From an optimization exercise on the open Yosys and OpenROAD flow, aimed at small area and a short achievable clock period; shortcuts taken in it are not production practice. RTL that was checked went through simulation tests only; none was proved equivalent to the original.

Setup of v20:
// cordic_vec
module cordic_vec(clk,a0,b0,r,ang);
  input signed [15:0] a0,b0;
  input clk;
  output signed [15:0] r,ang;
  reg [15:0] x0r;
  reg [14:0] n0r;
  reg d0r;
  always @(posedge clk) begin
    x0r <= a0;
    n0r <= b0[14:0] ^ {15{~b0[15]}};
    d0r <= b0[15];
  end
  genvar k;
  generate
    for (k = 1; k <= 13; k = k + 1) begin : st
      wire [15:0] xi, xo, wo;
      wire [14:0] ni;         
      wire di;                
      wire [k-1:0] dhi;
      reg [15:0] x, w;
      reg [k-1:0] dh;
      if (k == 1) begin : f
        assign xi = x0r;
        assign ni = n0r;
        assign di = d0r;
        assign dhi = di;
      end else begin : n
        assign xi = st[k-1].x;
        assign ni = st[k-1].w[14:0] ^ {15{~st[k-1].w[15]}};
        assign di = st[k-1].dh[k-2] ^ ~st[k-1].w[15];
        assign dhi = {di, st[k-1].dh};
      end
      cstage #(k-1) cs (.x(xi), .nm(ni), .d(di), .xn(xo), .wn(wo));
      always @(posedge clk) begin
        x <= xo;
        w <= wo;
        dh <= dhi;
      end
    end
  endgenerate
  wire d13 = st[13].dh[12] ^ ~st[13].w[15];
  wire [15:0] x14, w14, x15, w15;
  cstage_late #(13) cb (.x(st[13].x), .w(st[13].w), .d(d13), .xn(x14), .wn(w14));
  wire d14 = d13 ^ ~w14[15];
  cstage_late #(14) cc (.x(x14), .w(w14), .d(d14), .xn(x15), .wn(w15));
  wire d15 = d14 ^ ~w15[15];
  wire [15:0] x16 = x15 + {15'd0, d15};
  reg [15:0] xr;
  reg [15:0] dr;
  always @(posedge clk) begin
    xr <= x16;
  ...
==> flow/config.mk <==
export PLATFORM = sky130hd
export DESIGN_NAME = cordic_vec
export DESIGN_NICKNAME = cordic_vec
export VERILOG_FILES = /design/flow/design.v
export SDC_FILE = /design/flow/constraint.sdc
export NUM_CORES = 4
export LEC_CHECK = 0
export CAP_MARGIN = 20
export CORE_MARGIN = 2
export CORE_UTILIZATION = 40
export SLEW_MARGIN = 20
==> flow/constraint.sdc <==
create_clock -name core_clock -period 32.0 [get_ports {clk}]
set_input_delay 6.4000 -clock core_clock [delete_from_list [all_inputs] [get_ports {clk}]]
set_output_delay 6.4000 -clock core_clock [all_outputs]
set_load 0.01 [all_outputs]
standard.sh (not shown) runs the stock make flow with config.mk's settings and CLKGATE_MAP_FILE= SYNTH_SCRIPT=/design/flow/synth_recipe.tcl, a recipe that flattens the netlist after the stock synthesis.
==> flow/flow/run.sh <==
#!/bin/bash
# The standard layout with two changes:
#  1. after the standard synthesis, flow/polarity.py re-balances the
#     inverters around full adders and XOR gates (each full adder may work on
#     complemented values, each XOR may become an XNOR); registers and all
#     other cells are untouched;
#  2. the port buffers are plain buffers (sky130_fd_sc_hd__buf_1) instead of
#     the delay cells buffer_ports picks by default.
set -euo pipefail
R=orfs/results/sky130hd/cordic_vec/base
bash standard.sh synth > standard_synth.log 2>&1
cp $R/1_2_yosys.v $R/1_2_yosys.standard.v
python3 flow/polarity.py $R/1_2_yosys.standard.v $R/1_2_yosys.v > polarity.log 2>&1
rm -f $R/1_synth.odb $R/1_synth.sdc
bash standard.sh "BUFFER_PORTS_ARGS=-buffer_cell sky130_fd_sc_hd__buf_1" finish > standard_flow.log 2>&1
Other scripts of this flow, unchanged in this note and not shown: flow/flow/polarity.py
Modified inputs, v24 compared to v20
diff --git a/flow/design.v b/flow/design.v
--- a/flow/design.v
+++ b/flow/design.v
@@ -11,17 +11,17 @@
       assign s[j] = a[j] ^ b[j] ^ c[j];
       assign c[j+1] = (a[j] & b[j]) | (c[j] & (a[j] ^ b[j]));
     end
   endgenerate
 endmodule
 module cstage #(parameter I = 0) (
-  input  [15:0] x,
-  input  [14:0] nm,                            
+  input  [15:0] x, w,
   input         d,
   output [15:0] xn, wn
 );
+  wire [14:0] nm = w[14:0] ^ {15{~w[15]}};    
   wire [31:0] xe = {{16{x[15]}}, x};
   wire [31:0] ne = {17'h1ffff, nm};
   wire [15:0] xs = xe[15+I:I];                 
   wire [15:0] ns = ne[15+I:I];                 
   rca #(16) ax (.a(x), .b(~ns), .ci(d), .s(xn));             
   rca #(16) aw (.a({1'b1, nm}), .b(xs), .ci(1'b0), .s(wn));  
@@ -65,60 +65,66 @@
   assign wn = {wu ^ fw, wl[L-1:0]};
 endmodule
 module cordic_vec(clk,a0,b0,r,ang);
   input signed [15:0] a0,b0;
   input clk;
   output signed [15:0] r,ang;
-  reg [15:0] x0r;
-  reg [14:0] n0r;
-  reg d0r;
+  reg [15:0] x0r, w0r;
   always @(posedge clk) begin
     x0r <= a0;
-    n0r <= b0[14:0] ^ {15{~b0[15]}};
-    d0r <= b0[15];
+    w0r <= b0;
   end
   genvar k;
   generate
-    for (k = 1; k <= 13; k = k + 1) begin : st
-      wire [15:0] xi, xo, wo;
-      wire [14:0] ni;         
+    for (k = 1; k <= 12; k = k + 1) begin : st
+      wire [15:0] xi, wi, xo, wo;
       wire di;                
       wire [k-1:0] dhi;
       reg [15:0] x, w;
       reg [k-1:0] dh;
       if (k == 1) begin : f
         assign xi = x0r;
-        assign ni = n0r;
-        assign di = d0r;
+        assign wi = w0r;
+        assign di = w0r[15];
         assign dhi = di;
       end else begin : n
         assign xi = st[k-1].x;
-        assign ni = st[k-1].w[14:0] ^ {15{~st[k-1].w[15]}};
+        assign wi = st[k-1].w;
         assign di = st[k-1].dh[k-2] ^ ~st[k-1].w[15];
         assign dhi = {di, st[k-1].dh};
       end
-      cstage #(k-1) cs (.x(xi), .nm(ni), .d(di), .xn(xo), .wn(wo));
+      cstage #(k-1) cs (.x(xi), .w(wi), .d(di), .xn(xo), .wn(wo));
       always @(posedge clk) begin
         x <= xo;
         w <= wo;
         dh <= dhi;
       end
     end
   endgenerate
-  wire d13 = st[13].dh[12] ^ ~st[13].w[15];
-  wire [15:0] x14, w14, x15, w15;
-  cstage_late #(13) cb (.x(st[13].x), .w(st[13].w), .d(d13), .xn(x14), .wn(w14));
-  wire d14 = d13 ^ ~w14[15];
-  cstage_late #(14) cc (.x(x14), .w(w14), .d(d14), .xn(x15), .wn(w15));
+  wire d12 = st[12].dh[11] ^ ~st[12].w[15];
+  wire [15:0] x13, w13, x14, w14;
+  cstage_late #(12) ca (.x(st[12].x), .w(st[12].w), .d(d12), .xn(x13), .wn(w13));
+  wire d13 = d12 ^ ~w13[15];
+  cstage_late #(13) cb (.x(x13), .w(w13), .d(d13), .xn(x14), .wn(w14));
+  reg [15:0] x14r, w14r;
+  reg [13:0] dh14r;
+  always @(posedge clk) begin
+    x14r <= x14;
+    w14r <= w14;
+    dh14r <= {d13, d12, st[12].dh};
+  end
+  wire d14 = dh14r[13] ^ ~w14r[15];
+  wire [15:0] x15, w15;
+  cstage_late #(14) cc (.x(x14r), .w(w14r), .d(d14), .xn(x15), .wn(w15));
   wire d15 = d14 ^ ~w15[15];
   wire [15:0] x16 = x15 + {15'd0, d15};
   reg [15:0] xr;
   reg [15:0] dr;
   always @(posedge clk) begin
     xr <= x16;
-    dr <= {d15, d14, d13, st[13].dh};
+    dr <= {d15, d14, dh14r};
   end
   wire sc_1 = xr[11] ^ ~xr[9] ^ ~xr[7];
   wire sc_2 = (xr[11] & ~xr[9]) | (~xr[7] & (xr[11] ^ ~xr[9]));
   wire sc_3 = xr[5] ^ xr[2] ^ 1'b1;
   wire sc_4 = (xr[5] & xr[2]) | (1'b1 & (xr[5] ^ xr[2]));
   wire sc_5 = xr[12] ^ ~xr[10] ^ ~xr[8];
Findings:
Delta (v24 minus v20): initial cell density of the core saw a decrease; die height fell about 0.3%; final setup slack of the worst path rose 1650 ps; met2 capacity usage during global routing has decreased.
v24 ended up with a higher worst relative slew slack than v20 did.
In v24 relative to v20, multi-input combinational cell count had gone up slightly.
Sequential share of layout area came out higher on v24 than on v20.
The critical path depth in v24 sits 20 below the value recorded for v20.
After synthesis and placement, the instance count of v24 is below that of v20.
No functional check of the RTL was part of v20.

## beta
cordic_vec again, from the RTL that the note above started with.
export LEC_CHECK = 0
export CAP_MARGIN = 20
export CORE_MARGIN = 2
export CORE_UTILIZATION = 40
export CTS_CLUSTER_DIAMETER = 120
export CTS_CLUSTER_SIZE = 30
export SLEW_MARGIN = 20
create_clock -name core_clock -period 32.0 [get_ports {clk}]
Scripts as last shown in full above: flow/flow/run.sh
Other scripts of this flow, unchanged in this note and not shown: flow/flow/polarity.py
[inputs] alpha vs beta
--- a/flow/design.v
+++ b/flow/design.v
@@ -73,17 +73,17 @@
   reg d0r;
   always @(posedge clk) begin
     x0r <= a0;
     n0r <= b0[14:0] ^ {15{~b0[15]}};
     d0r <= b0[15];
   end
   genvar k;
   generate
-    for (k = 1; k <= 13; k = k + 1) begin : st
+    for (k = 1; k <= 12; k = k + 1) begin : st
       wire [15:0] xi, xo, wo;
       wire [14:0] ni;         
       wire di;                
       wire [k-1:0] dhi;
       reg [15:0] x, w;
       reg [k-1:0] dh;
       if (k == 1) begin : f
         assign xi = x0r;
@@ -99,28 +99,38 @@
       cstage #(k-1) cs (.x(xi), .nm(ni), .d(di), .xn(xo), .wn(wo));
       always @(posedge clk) begin
         x <= xo;
         w <= wo;
         dh <= dhi;
       end
     end
   endgenerate
-  wire d13 = st[13].dh[12] ^ ~st[13].w[15];
-  wire [15:0] x14, w14, x15, w15;
-  cstage_late #(13) cb (.x(st[13].x), .w(st[13].w), .d(d13), .xn(x14), .wn(w14));
-  wire d14 = d13 ^ ~w14[15];
-  cstage_late #(14) cc (.x(x14), .w(w14), .d(d14), .xn(x15), .wn(w15));
+  wire d12 = st[12].dh[11] ^ ~st[12].w[15];
+  wire [15:0] x13, w13, x14, w14;
+  cstage_late #(12) ca (.x(st[12].x), .w(st[12].w), .d(d12), .xn(x13), .wn(w13));
+  wire d13 = d12 ^ ~w13[15];
+  cstage_late #(13) cb (.x(x13), .w(w13), .d(d13), .xn(x14), .wn(w14));
+  reg [15:0] x14r, w14r;
+  reg [13:0] dh14r;
+  always @(posedge clk) begin
+    x14r <= x14;
+    w14r <= w14;
+    dh14r <= {d13, d12, st[12].dh};
+  end
+  wire d14 = dh14r[13] ^ ~w14r[15];
+  wire [15:0] x15, w15;
+  cstage_late #(14) cc (.x(x14r), .w(w14r), .d(d14), .xn(x15), .wn(w15));
   wire d15 = d14 ^ ~w15[15];
   wire [15:0] x16 = x15 + {15'd0, d15};
   reg [15:0] xr;
   reg [15:0] dr;
   always @(posedge clk) begin
     xr <= x16;
-    dr <= {d15, d14, d13, st[13].dh};
+    dr <= {d15, d14, dh14r};
   end
   wire sc_1 = xr[11] ^ ~xr[9] ^ ~xr[7];
   wire sc_2 = (xr[11] & ~xr[9]) | (~xr[7] & (xr[11] ^ ~xr[9]));
   wire sc_3 = xr[5] ^ xr[2] ^ 1'b1;
   wire sc_4 = (xr[5] & xr[2]) | (1'b1 & (xr[5] ^ xr[2]));
   wire sc_5 = xr[12] ^ ~xr[10] ^ ~xr[8];
   wire sc_6 = (xr[12] & ~xr[10]) | (~xr[8] & (xr[12] ^ ~xr[10]));
   wire sc_7 = xr[6] ^ xr[3] ^ ~xr[0];
### Flow results
- Comparing beta and alpha, the lower multi-input gate share of total cell area is on alpha.
- The higher placeable core region came out of beta.
- The lower first-iteration DRC count came out of alpha.
- In the flow results for beta and alpha, the number of antenna cells inserted is smaller on alpha.
- Of alpha and beta, it is alpha that has the higher worst hold margin.
- Comparing part of the cycle the worst path needs for beta and alpha, the smaller number came from alpha.
- Comparing beta and alpha, the lower final cell count without fillers is on alpha.
- Relative to beta, design area has gone down in alpha.
- On alpha: area after synthesis is 0.81% lower than what beta gave.
No functional check of the RTL was part of beta.

The RTL this note starts from:
==> flow/design.v <==
module rca #(parameter W = 16) (
  input  [W-1:0] a, b,
  input          ci,
  output [W-1:0] s
);
  wire [W:0] c;
  assign c[0] = ci;
  genvar j;
  generate
    for (j = 0; j < W; j = j + 1) begin : b_
      assign s[j] = a[j] ^ b[j] ^ c[j];
      assign c[j+1] = (a[j] & b[j]) | (c[j] & (a[j] ^ b[j]));
    end
  endgenerate
endmodule
module cstage #(parameter I = 0) (
  input  [15:0] x, y,
  output [15:0] xn, yn
);
  wire d = y[15];
  wire [31:0] ye = {{16{y[15]}}, y};
  wire [31:0] xe = {{16{x[15]}}, x};
  wire [15:0] ys = ye[15+I:I];
  wire [15:0] xs = xe[15+I:I];
  rca #(16) ax (.a(x), .b(ys ^ {16{d}}),  .ci(d),  .s(xn));
  rca #(16) ay (.a(y), .b(xs ^ {16{~d}}), .ci(~d), .s(yn));
endmodule
module cstage_late #(parameter I = 11) (
  input  [15:0] x, y,
  output [15:0] xn, yn
);
  localparam L = 16 - I;   
  wire d = y[15];
  wire [L-2:0] ox = y[14:I] ^ {(L-1){d}};
  wire [I:0] xu = x[15:L-1];
  wire [I:0] fx;
  wire [L-1:0] oy = x[15:I] ^ {L{~d}};
  wire [L:0] yl = {1'b0, y[L-1:0]} + {1'b0, oy} + {{L{1'b0}}, ~d};
  wire e = oy[L-1];
  wire inc = yl[L] & ~e;
  wire dec = ~yl[L] & e;
  wire [I-1:0] yu = y[15:L];
  wire [I-1:0] fy;
  genvar j;
  generate
    for (j = 0; j < I; j = j + 1) begin : f
      if (j == 0) begin : z
        assign fy[j] = inc | dec;
      end else begin : o
        assign fy[j] = (inc & (&yu[j-1:0])) | (dec & ~(|yu[j-1:0]));
      end
    end
  endgenerate
  assign yn = {yu ^ fy, yl[L-1:0]};
  wire [L-1:0] xs = {1'b0, x[L-2:0]} + {1'b0, ox} + {{(L-1){1'b0}}, d};
  wire c = xs[L-1];
  generate
    for (j = 0; j <= I; j = j + 1) begin : g
      if (j == 0) begin : z
        assign fx[j] = c;
      end else begin : o
        assign fx[j] = c & (&xu[j-1:0]);
      end
    end
  endgenerate
  assign xn = {xu ^ fx, xs[L-2:0]};
endmodule
module cordic_vec(clk,a0,b0,r,ang);
  input signed [15:0] a0,b0;
  input clk;
  output signed [15:0] r,ang;
  reg [15:0] x0r, y0r;
  always @(posedge clk) begin
    x0r <= a0;
    y0r <= b0;
  end
  genvar k;
  generate
    for (k = 1; k <= 11; k = k + 1) begin : st
      wire [15:0] xi, yi, xo, yo;
      wire [k-1:0] di;
      reg [15:0] x, y;
      reg [k-1:0] d;
      if (k == 1) begin : f
        assign xi = x0r;
        assign yi = y0r;
      end else begin : n
        assign xi = st[k-1].x;
        assign yi = st[k-1].y;
        assign di[k-2:0] = st[k-1].d;
      end
      assign di[k-1] = yi[15];
      cstage #(k-1) cs (.x(xi), .y(yi), .xn(xo), .yn(yo));
      always @(posedge clk) begin
        x <= xo;
        y <= yo;
        d <= di;
      end
    end
  endgenerate
  wire [15:0] x12, y12, x13, y13;
  cstage_late #(11) c11 (.x(st[11].x), .y(st[11].y), .xn(x12), .yn(y12));
  cstage_late #(12) c12 (.x(x12), .y(y12), .xn(x13), .yn(y13));
  reg [15:0] x13r, y13r;
  reg [12:0] d13r;
  always @(posedge clk) begin
    x13r <= x13;
    y13r <= y13;
    d13r <= {y12[15], st[11].y[15], st[11].d};
  end
  wire [15:0] x14, y14, x15, y15;
  cstage_late #(13) c13 (.x(x13r), .y(y13r), .xn(x14), .yn(y14));
  cstage_late #(14) c14 (.x(x14), .y(y14), .xn(x15), .yn(y15));
  wire [15:0] x16 = x15 + {15'd0, y15[15]};
  reg [15:0] x16r;
  reg [15:0] dr;
  always @(posedge clk) begin
    x16r <= x16;
    dr <= {y15[15], y14[15], y13r[15], d13r};
  end
  wire neg = x16r[15];
  wire [14:0] u = x16r[14:0] ^ {15{neg}};
  wire [18:0] t9 = {4'd0, u} + {1'b0, u, 3'd0};
  wire [15:0] zs = 16'd34361
    + ({16{dr[0]}}  & 16'd41072) + ({16{dr[1]}}  & 16'd12396)
    + ({16{dr[2]}}  & 16'd37456) + ({16{dr[3]}}  & 16'd51276)
    + ({16{dr[4]}}  & 16'd58376) + ({16{dr[5]}}  & 16'd61956)
    + ({16{dr[6]}}  & 16'd63746) + ({16{dr[7]}}  & 16'd64640)
    + ({16{dr[8]}}  & 16'd65088) + ({16{dr[9]}}  & 16'd65312)
    + ({16{dr[10]}} & 16'd65424) + ({16{dr[11]}} & 16'd65480)
    + ({16{dr[12]}} & 16'd65510) + ({16{dr[13]}} & 16'd65522)
    + ({16{dr[14]}} & 16'd65530) + ({16{dr[15]}} & 16'd65534);
  reg [18:0] t9r;
  reg negr;
  reg [15:0] zr;
  always @(posedge clk) begin
    t9r <= t9;
    negr <= neg;
    zr <= zs;
  end
  wire [21:0] t45 = {3'd0, t9r} + {1'b0, t9r, 2'd0};
  wire [29:0] s = {11'd0, t9r} + {7'd0, t9r, 4'd0} + {5'd0, t9r, 6'd0}
                + {1'd0, t9r, 10'd0} + {17'd0, t45[21:9]}
                + (negr ? 30'h3fffe6e6 : 30'd8);
  reg [15:0] rr, angr;
  always @(posedge clk) begin
    rr <= s[29:14] ^ {16{negr}};
    angr <= zr;
  end
  assign r = rr;
  assign ang = angr;
endmodule
make LEC_CHECK=0 CAP_MARGIN=20 CORE_MARGIN=2 CORE_UTILIZATION=40 SLEW_MARGIN=20 finish   # period 32.0 ns
run.sh (not shown) runs the stock make flow with config.mk's settings and CLKGATE_MAP_FILE= SYNTH_SCRIPT=/design/flow/synth_recipe.tcl, a recipe that flattens the netlist after the stock synthesis.
Stock flow here: none of the scripts above is used.
Edit:
--- a/flow/design.v
+++ b/flow/design.v
@@ -17,12 +17,10 @@
   input  [15:0] x, y,
   output [15:0] xn, yn
 );
   wire d = y[15];
-  wire [31:0] ye = {{16{y[15]}}, y};
-  wire [31:0] xe = {{16{x[15]}}, x};
-  wire [15:0] ys = ye[15+I:I];
-  wire [15:0] xs = xe[15+I:I];
+  wire [15:0] ys = $signed(y) >>> I;
+  wire [15:0] xs = $signed(x) >>> I;
   rca #(16) ax (.a(x), .b(ys ^ {16{d}}),  .ci(d),  .s(xn));
   rca #(16) ay (.a(y), .b(xs ^ {16{~d}}), .ci(~d), .s(yn));
 endmodule
 module cstage_late #(parameter I = 11) (
@@ -138,11 +136,14 @@
     negr <= neg;
     zr <= zs;
   end
   wire [21:0] t45 = {3'd0, t9r} + {1'b0, t9r, 2'd0};
-  wire [29:0] s = {11'd0, t9r} + {7'd0, t9r, 4'd0} + {5'd0, t9r, 6'd0}
-                + {1'd0, t9r, 10'd0} + {17'd0, t45[21:9]}
-                + (negr ? 30'h3fffe6e6 : 30'd8);
+  wire signed [29:0] s = $signed({11'd0, t9r})
+                       + $signed({7'd0, t9r, 4'd0})
+                       + $signed({5'd0, t9r, 6'd0})
+                       + $signed({1'd0, t9r, 10'd0})
+                       + $signed({17'd0, t45[21:9]})
+                       + (negr ? -30'sd6426 : 30'sd8);
   reg [15:0] rr, angr;
   always @(posedge clk) begin
     rr <= s[29:14] ^ {16{negr}};
     angr <= zr;
What happened: First-iteration DRC count came out lower by about 3.7%. Die area stays flat. Clock skew stays flat. Worst hold slack got worse by 14 ps. Worst setup slack improved by 8.3 ps. Flip-flop and latch count is unchanged. Design area hardly moves. Global-route usage is about the same. Core utilization came out higher by 0.10 points. Critical path depth is unchanged. Count of clock-buffer cells in the layout came out higher by 7.
For the second run of this note, only the layout was checked, not whether the RTL still works.

[static timing again, ports no longer ideal]
The flow's constraints put no driver on any port. The routed layouts listed below were extracted and timed again, unchanged, in two steps. Step 1 assumes that a clkbuf_16 drives the clock port and a buf_2 every other input. Step 2 moves the port delays by t, midway between the first and last clock arrival at a register: inputs arrive t later, outputs are due t later. That takes back most of the time a late clock gives input paths. Three values: ideal ports, drivers, drivers and shift; two values: the first two.
run | shift t [ns] | setup WS [ns] | slew at the worst register clock pin (ns) | worst slew at a driven data input, ns | cell pins on the clock port's net
v20 | 0.676 | 22.779 / 22.779 / 22.779 | 0.06 / 0.06 | 0.04 | 1
v24 | 0.676 | 24.430 / 24.430 / 24.430 | 0.07 / 0.07 | 0.03 | 1
beta | 0.630 | 22.771 / 22.771 / 22.771 | 0.12 / 0.12 | 0.04 | 1
alpha | 0.633 | 24.409 / 24.409 / 24.409 | 0.11 / 0.11 | 0.03 | 1
the first run of note 3 | 0.666 | 24.144 / 24.084 / 24.715 | 0.06 / 0.06 | 0.03 | 1
the second run of note 3 | 0.663 | 24.153 / 24.097 / 24.412 | 0.06 / 0.06 | 0.05 | 1
After both steps every run listed still meets setup and hold.
